This design comes from an exercise in tuning for small area on the open sky130 flow, not from production work. Function was checked by simulation only, so behaviour that the tests miss may differ from the original. Power figures rest on the tool's default switching activity, not on a simulated workload.

**flow/flow/run.sh**
```bash
#!/bin/bash
# Layout flow: the standard ORFS flow (standard.sh) with three changes:
#  - synthesis is the standard flow's synth_recipe.tcl unchanged, except that its final
#    technology-mapping abc call runs flow/abc_area_deep.script (a longer
#    area-oriented ABC script). Flip-flops are mapped before that call by
#    dfflibmap and are left as they are, so registers keep their names and cells.
#  - port buffers use sky130_fd_sc_hd__buf_1 (every port is still buffered).
#  - CTS clusters sinks with clkbuf_8 buffers and inserts no dummy loads.
# Each tool's full output stays in the ORFS logs under orfs/logs; make's output
# goes to flow.log in this folder.
set -uo pipefail
W=$(pwd)
{
  echo 'proc abc {args} { set i [lsearch -exact $args -script]; if {$i >= 0} { lset args [expr {$i + 1}] $::env(OWN_ABC_SCRIPT) }; yosys abc {*}$args }'
  cat "$W/synth_recipe.tcl"
} > "$W/synth_own.tcl"
export OWN_ABC_SCRIPT="$W/flow/abc_area_deep.script"
bash "$W/standard.sh" \
  SYNTH_SCRIPT="$W/synth_own.tcl" \
  ABC_AREA=1 \
  BUFFER_PORTS_ARGS="-buffer_cell sky130_fd_sc_hd__buf_1" \
  CTS_ARGS="-sink_clustering_enable -repair_clock_nets -dont_use_dummy_load -sink_clustering_size 20 -sink_clustering_max_diameter 80 -buf_list sky130_fd_sc_hd__clkbuf_8" \
  finish > "$W/flow.log" 2>&1
rc=$?
mkdir -p "$W/logs_copy"
cp -r "$W/orfs/logs/." "$W/logs_copy/" 2>/dev/null || true
exit $rc
```
**flow/flow/abc_area_deep.script**
```
strash
&get -n
&deepsyn -T 60
&put
dch -f
map -a
topo
stime -c
dnsize -c
```
**flow/standard.sh**
```bash
#!/bin/bash
# synth_recipe.tcl (not shown) runs the flow's synth.tcl, then flattens the netlist and writes it again
# the make line also repeats each setting of config.mk as NAME=value (left out here)
make -C /OpenROAD-flow-scripts/flow DESIGN_CONFIG=/design/flow/config.mk WORK_HOME=/design/flow/orfs CLKGATE_MAP_FILE= SYNTH_SCRIPT=/design/flow/synth_recipe.tcl "${@:-finish}"
```
**flow/config.mk**
```make
export PLATFORM = sky130hd
export DESIGN_NAME = IOTDF
export DESIGN_NICKNAME = IOTDF
export VERILOG_FILES = /design/flow/design.v
export SDC_FILE = /design/flow/constraint.sdc
export NUM_CORES = 8
export LEC_CHECK = 0
export ABC_AREA = 1
export CAP_MARGIN = 20
export CORE_MARGIN = 2
export CORE_UTILIZATION = 50
export SLEW_MARGIN = 20
```
**flow/constraint.sdc**
```tcl
create_clock -name core_clock -period 12.0 [get_ports {clk}]
set_input_delay 2.4000 -clock core_clock [delete_from_list [all_inputs] [get_ports {clk}]]
set_output_delay 2.4000 -clock core_clock [all_outputs]
set_load 0.01 [all_outputs]
```
**flow/design.v**
```verilog
`timescale 1ns/10ps
module IOTDF( clk, rst, in_en, iot_in, fn_sel, busy, valid, iot_out);
input          clk;
input          rst;
input          in_en;
input  [7:0]   iot_in;
input  [2:0]   fn_sel;
output         busy;
output         valid;
output [127:0] iot_out;
wire f_max  = (fn_sel == 3'd1);
wire f_min  = (fn_sel == 3'd2);
wire f_avg  = (fn_sel == 3'd3);
wire f_ext  = (fn_sel == 3'd4);
wire f_exc  = (fn_sel == 3'd5);
wire f_pmax = (fn_sel == 3'd6);
wire f_pmin = (fn_sel == 3'd7);
wire f_peak = f_pmax | f_pmin;
wire lo_mode = f_min | f_pmin;           
reg  [3:0] bcnt;         
reg  [2:0] wcnt;         
reg        rnd0;         
reg        pass;         
wire last_b  = in_en & (bcnt == 4'd15);
wire first_b = (bcnt == 4'd0);
always @(posedge clk or posedge rst) begin
	if (rst) begin
		bcnt <= 4'd0;
		wcnt <= 3'd0;
		rnd0 <= 1'b1;
		pass <= 1'b0;
	end else begin
		if (in_en) bcnt <= bcnt + 4'd1;
		if (last_b) wcnt <= wcnt + 3'd1;
		if (last_b & (wcnt == 3'd7)) rnd0 <= 1'b0;
		if (f_avg & last_b & (wcnt == 3'd7)) pass <= 1'b1;
		else if (pcnt == 4'd15) pass <= 1'b0;
	end
end
reg  [127:0] ra;         
reg  [127:0] rb;         
reg  [119:0] ro;         
reg  [14:0]  pc;         
reg  [2:0]   x3;         
reg          eb, gb;     
reg          ea, ga;     
wire [3:0]   pcnt = {ga, ea, gb, eb};
wire [3:0]   pcnt_n = pass ? pcnt + 4'd1 : 4'd0;
wire [7:0] ha = ra[127:120];
wire [7:0] hb = rb[127:120];
function [1:0] cmp8;
	input [7:0] a, b;
	reg gt, lt;
	integer j;
	begin
		gt = 1'b0;
		lt = 1'b0;
		for (j = 0; j <= 7; j = j + 1) begin
			gt = (a[j] & ~b[j]) | (a[j] & gt) | (~b[j] & gt);
			lt = (~a[j] & b[j]) | (~a[j] & lt) | (b[j] & lt);
		end
		cmp8 = {gt, ~(gt | lt)};
	end
endfunction
wire eb_e = first_b | eb;
wire gb_e = ~first_b & gb;
wire [1:0] cb = cmp8(iot_in, hb);
wire b_eq = cb[0];
wire b_bt = lo_mode ? ~(cb[1] | cb[0]) : cb[1];
wire b_first = (f_peak ? rnd0 : 1'b1) & (wcnt == 3'd0);
wire b_sel = b_first | f_avg | gb_e | (eb_e & b_bt);
wire [7:0] tb = b_sel ? iot_in : hb;
wire ea_e = first_b | ea;
wire ga_e = ~first_b & ga;
wire [1:0] ca = cmp8(iot_in, ha);
wire a_eq = ca[0];
wire a_bt = lo_mode ? ~(ca[1] | ca[0]) : ca[1];
wire a_win = ga_e | (ea_e & a_bt);      
reg cin;
reg [7:0] la_s;
reg       la_p;
integer k;
always @(*) begin
	cin = 1'b0;
	for (k = 15; k >= 1; k = k - 1) begin
		la_s = ra[127-8*k -: 8];
		la_p = (k <= 14) ? pc[k] : 1'b0;
		cin = (&la_s[7:1]) & ((la_s[0] & la_p) | (la_s[0] & cin) | (la_p & cin));
	end
end
wire       w1    = (wcnt == 3'd1);
wire       a_w0  = f_avg & w1 & ~pass;
wire [7:0] add_a = a_w0 ? hb : ha;
wire [7:0] add_b = pass ? {7'd0, cin} : (iot_in & {8{f_avg}});
wire       add_c = f_avg & ~a_w0 & pc[0];
reg  [8:0] add_s;
reg        add_k;
integer    m;
always @(*) begin
	add_k = add_c;
	for (m = 0; m < 8; m = m + 1) begin
		add_s[m] = add_a[m] ^ add_b[m] ^ add_k;
		add_k = (add_a[m] & add_b[m]) | (add_a[m] & add_k) | (add_b[m] & add_k);
	end
	add_s[8] = add_k;
end
wire [2:0] x3_i  = ((w1 & ~pass) ? 3'd0 : x3) + add_s[8];
wire [2:0] top3  = (pcnt == 4'd0) ? x3_i : x3;
wire [7:0] avg_o = {top3, add_s[7:3]};
wire in_ff = (iot_in == 8'hFF);
wire d0 = f_ext ? ((iot_in >= 8'h70) & (iot_in < 8'hAF)) :
                  ((iot_in < 8'h7F) | (iot_in >= 8'hC0));
wire q0 = f_ext ? (iot_in == 8'hAF) : (iot_in == 8'h7F);
wire x_cond = ga | (ea & ~(gb & in_ff));
wire copy_b = f_max | f_min | (f_peak & rnd0);
wire [7:0] to = copy_b ? tb : (f_avg ? avg_o : iot_in);
assign iot_out = {ro, to};
assign busy = 1'b0;
assign valid = f_avg ? (pass & (pcnt == 4'd15)) :
               (last_b & ((f_max | f_min) ? (wcnt == 3'd7) :
                          (f_ext | f_exc) ? x_cond :
                          f_peak ? (rnd0 ? (wcnt == 3'd7) : a_win) : 1'b0));
wire en_a = f_avg ? (pass | (in_en & (wcnt != 3'd0))) : in_en;
wire [7:0] ta = (f_peak & (wcnt == 3'd7)) ? tb : add_s[7:0];
always @(posedge clk) begin
	ro <= {ro[111:0], to};
	eb <= f_avg ? pcnt_n[0] : (eb_e & b_eq);
	gb <= f_avg ? pcnt_n[1] : (f_ext | f_exc) ? (first_b | (gb & in_ff)) : (gb_e | (eb_e & b_bt));
	ea <= f_avg ? pcnt_n[2] : (f_ext | f_exc) ? (first_b ? q0 : ea) : (ea_e & a_eq);
	ga <= f_avg ? pcnt_n[3] : (f_ext | f_exc) ? (first_b ? d0 : ga) : a_win;
	if (in_en)
		rb <= {rb[119:0], tb};
	if (en_a) begin
		ra <= {ra[119:0], ta};
		pc <= {~pass & ~first_b & add_s[8], pc[14:1]};
	end
	if (pass)
		x3 <= add_s[2:0];
	else if (f_avg & in_en & (wcnt != 3'd0) & first_b)
		x3 <= x3_i;
end
endmodule
```
==> metrics.md <==
| Metric | Value |
|---|---|
| Status | `no timing/DRC/antenna violations` |
| Synth Net Count | `779` |
| Netlist cell types | `34` |
| Worst Tran Pin Value | `1.041 ns` |
| Worst path max stage delay | `0.43 ns` |
| VDD IR max | `149.5 uV` |
| Hold Crit Depth | `0` |
| Most used cell, CP | `fa_1` |
| Synthesized flop and latch total | `a little over 400` |
| Top cells by area, synth | `edfxtp_1 (64%), dfxtp_1 (19%), nand2_1 (1.7%), dfrtp_1 (1.6%), o21ai_0 (1.5%)` |
| Drt wl/cell | `19.04 um` |
| Clock Skew | `0.03646 ns` |
| Final HPWL DP | `16.53 mm` |
| Area grow syn2layout | `10.37%` |
| Pre-CTS setup slack | `1.331 ns` |
| Final non-filler cell area | `14190 um^2` |
| Initial Util | `51.04%` |
| I/O pin count | `144` |
| Final period util | `89.30%` |
| Drt first pass iters | `5` |
| Post-synthesis sequential area ratio | `a little under nine tenths` |
| Root Buffer | `clkbuf_8` |
| Fin crit period | `between 10 and 15 ns` |
| Post-synth top area share | `64.48%` |
| Core footprint | `25180 um^2` |
| Sw frac | `27.87%` |
| Peak Freq | `93.32 MHz` |
| Avg Inst Size Synth | `roughly 17 um^2` |
| Max stage delay cell, worst path | `fa_1` |
| Num CTS Buffers | `24` |
| Horiz. Die Dim | `164.3 um` |
| CTS max path bufs | `3` |
| Vias in the first global route | `approximately 6200` |
| First-pass GRT wire length | `between 30 and 40 mm` |
| Fill cell count | `1962` |
| Slew headroom | `29.84%` |
| Global Route Usage Sum | `17.34%` |
| Final setup margin | `between 1 and 1.5 ns` |
| Combinational power share | `between 10 and 15%` |
| Final setup viols | `0` |
| Grt ovf | `0` |
| Storage cell area | `10960 um^2` |
| Port Buffers | `142` |
| Post-Place Cells | `1225` |
| Setup bufs post-CTS | `0` |
| Routed wire length | `23.78 mm` |
| Worst setup SP type | `primary input` |
| Die Y-Extent | `between 150 and 200 um` |
| Unrepaired setup endpoints after global routing | `no` |
| Lkg Pwr | `4.826 nW` |
| Post-Synthesis Cell Area | `12850 um^2` |
| Share of layout cells above drive strength 1 | `3.808%` |
| Worst r2r src | `ra[8]$_DFFE_PP_` |
| Area of the multi-input gates | `around 1700 um^2` |
| CP startpoint | `fn_sel[0]` |
| Slew Limit Fails | `0` |
| Power Dens Cells | `204.9 nW/um^2` |
| TNS Setup | `0 ns` |
| CTS tree | `done` |
| Final ANT Viol Nets | `0` |
| Area post-placement | `13860 um^2` |
| Via Count | `about 6600` |
| Row cnt | `58` |
| Critical Path RT | `approximately 9.6 ns` |
| CTS H-tree depth | `1` |
| Post-CTS resize count | `0` |
| Die ar. | `27010 um^2` |
| Syn. warnings | `1` |
| Critical-path maximum fanout | `12` |
| HP Start | `ro[87]$_DFF_P_` |
| P_int | `2.096 mW` |
| Post-Synthesis Cells | `747` |
| NetSw | `0.8100 mW` |
| Initial antenna violation count | `0` |
| Finished Layout Cells | `approximately 1200` |
| Seq pwr share | `between 60% and 70%` |
| MaxCap Viol Count | `0` |
| Post-synth top area cell | `edfxtp_1` |
| Clock Latency Late Sink | `0.56 ns` |
| Final Hold Viols | `0` |
| CP arrival | `8.32 ns` |
| Hold-fix buffers, CTS | `0` |
| Setup CP Type | `primary input to primary output` |
| Clock Sinks | `407` |
| Vias per cell | `~5.3` |
| Clk pwr share | `19.0%` |
| Worst-path clk slew | `approximately 0.11 ns` |
| Drt initial violations | `approximately 570` |
| Hold Crit Class | `flop to flop` |
| Antenna diodes | `0` |
| Largest net degree at the start of global routing | `78` |
| GP Congestion | `between 0.9 and 1` |
| Final nets | `953` |
| Critical Path Sink Type | `primary output` |
| Worst Reg-to-Reg Cells | `30` |
| DRC | `0` |
synthesized netlist by cell type:
library cell    n
o21ai_0        38
o211ai_1        4
a22oi_1        16
nor4_1          2
xnor2_1         1
o32ai_1         1
nand4_1        16
nor3b_1         1
buf_4           1
o2111ai_1       1
or2_2           1
clkinv_1       49
o21bai_1        1
a31oi_1         4
nand3_1        21
nand2_1        59
a21oi_1        15
edfxtp_1      276
o21a_1          2
o221ai_1        4
o22a_1          1
dfrtp_1         8
o41ai_1         6
dfxtp_1       122
o22ai_1        13
nor3_1         13
o31ai_1         2
xor2_1          5
fa_1            8
dfstp_2         1
ha_1           10
a2111o_1        1
conb_1          1
nor2_1         43
cell families after synthesis:
group                      Yosys count  synth area share [%]
buffers and inverters               50                 1.489
adders and majority gates           18                 2.219
DFF                                407                 85.24
other                                1               0.02917
AOI/OAI and AO/OA                  109                 5.325
and+or+nand+nor                    156                 5.286
xor gates and xnor gates             6                0.4088
per-layer routing:
metal  up-vias  wire length (um)  GRT usage [%]
met4         0               661          5.303
met2       256             10710          27.96
met1      3205             10600          24.15
met3        48              1809          3.283
li1       3098                 -              -
met5         -                 0              0
power groups by stage:
| stage | Clock (mW) | Sequential [mW] | Combinational [mW] |
|---|---|---|---|
| global route | 0.625 | 1.97 | 0.468 |
| floorplan | 0 | 1.99 | 0.156 |
| finish | 0.552 | 1.94 | 0.414 |
| global placement | 0 | 1.97 | 0.416 |
| detailed placement | 0 | 1.98 | 0.416 |
| CTS | 0.577 | 1.95 | 0.418 |
metrics by stage:
step | hold slack [ns] | util (%) | power [mW]
finish | 0.3515 | 56.34 | 2.906
global route | 0.3517 | 56.34 | 3.065
CTS | 0.3515 | 56.34 | 2.942
detailed placement | 0.3330 | 55.02 | 2.392
global placement | 0.3295 | 55.02 | 2.388
floorplan | 0.3817 | - | 2.148
cell type report:
| cell class | instances | share of cell area [%] |
|---|---|---|
| clock buffer | 24 | 2.328 |
| multi-input combinational | 290 | 12.07 |
| tap | 330 | 2.911 |
| inverter | 49 | 1.297 |
| timing repair buffer | 149 | 4.154 |
| sequential | 407 | 77.24 |
worst max-delay path, delay by kind of cell:
family	cells	cell delay, ns
fa+ha+maj	10	3.33
buf+inv	8	1.25
simple gates	3	0.65
compound gates	3	0.54
xor+xnor	1	0.15
layout by cell type, fill, tap and decap left out, drive strengths merged, types with 16 or more instances in the layout:
| cell | instances |
|---|---|
| buf | 148 |
| nor2 | 43 |
| clkbuf | 25 |
| edfxtp | 276 |
| o21ai | 38 |
| nand2 | 59 |
| clkinv | 49 |
| nand4 | 16 |
| nand3 | 21 |
| dfxtp | 122 |
| a22oi | 16 |
final timing paths:
check                           slack, ns                   to
worst min register to register       0.35       ro[95]$_DFF_P_
worst max-delay path                 1.28           iot_out[7]
max in group asynchronous            9.87     rnd0$_DFFE_PP1P_
worst min-delay path                 0.35       ro[95]$_DFF_P_
worst max register to register       4.34        ro[7]$_DFF_P_
min in group asynchronous            1.80  bcnt[2]$_DFFE_PP0P_
sequential cells by signal, indices dropped and copies added (netlist names), 3 cells and up:
register,flops
bcnt,4
pc,15
ra,128
ro,120
x3,3
wcnt,3
rb,128

-- re-timing with driven ports --
Ports are ideal in the flow. The routed layout listed here was re-timed in OpenROAD. Step 1, drivers: a clkbuf_16 drives clk and a buf_2 each remaining input, both assumed. Step 2 moves the port delays by t, midway between the first and last clock arrival at a register: inputs arrive t later, outputs are due t later. That takes back most of the time a late clock gives input paths. a / b / c = ideal / step 1 / step 2; a / b = the first two.
t (ns): 0.585
setup WS [ns]: 1.284 / 1.262 / 1.262
worst data-port slew with drivers (ns): 0.07
pins driven straight from the clock port: 1
After both steps this run still meets setup and hold. For this run, drivers alone change the setup slack by -0.022 ns; drivers and shift together by -0.022 ns.
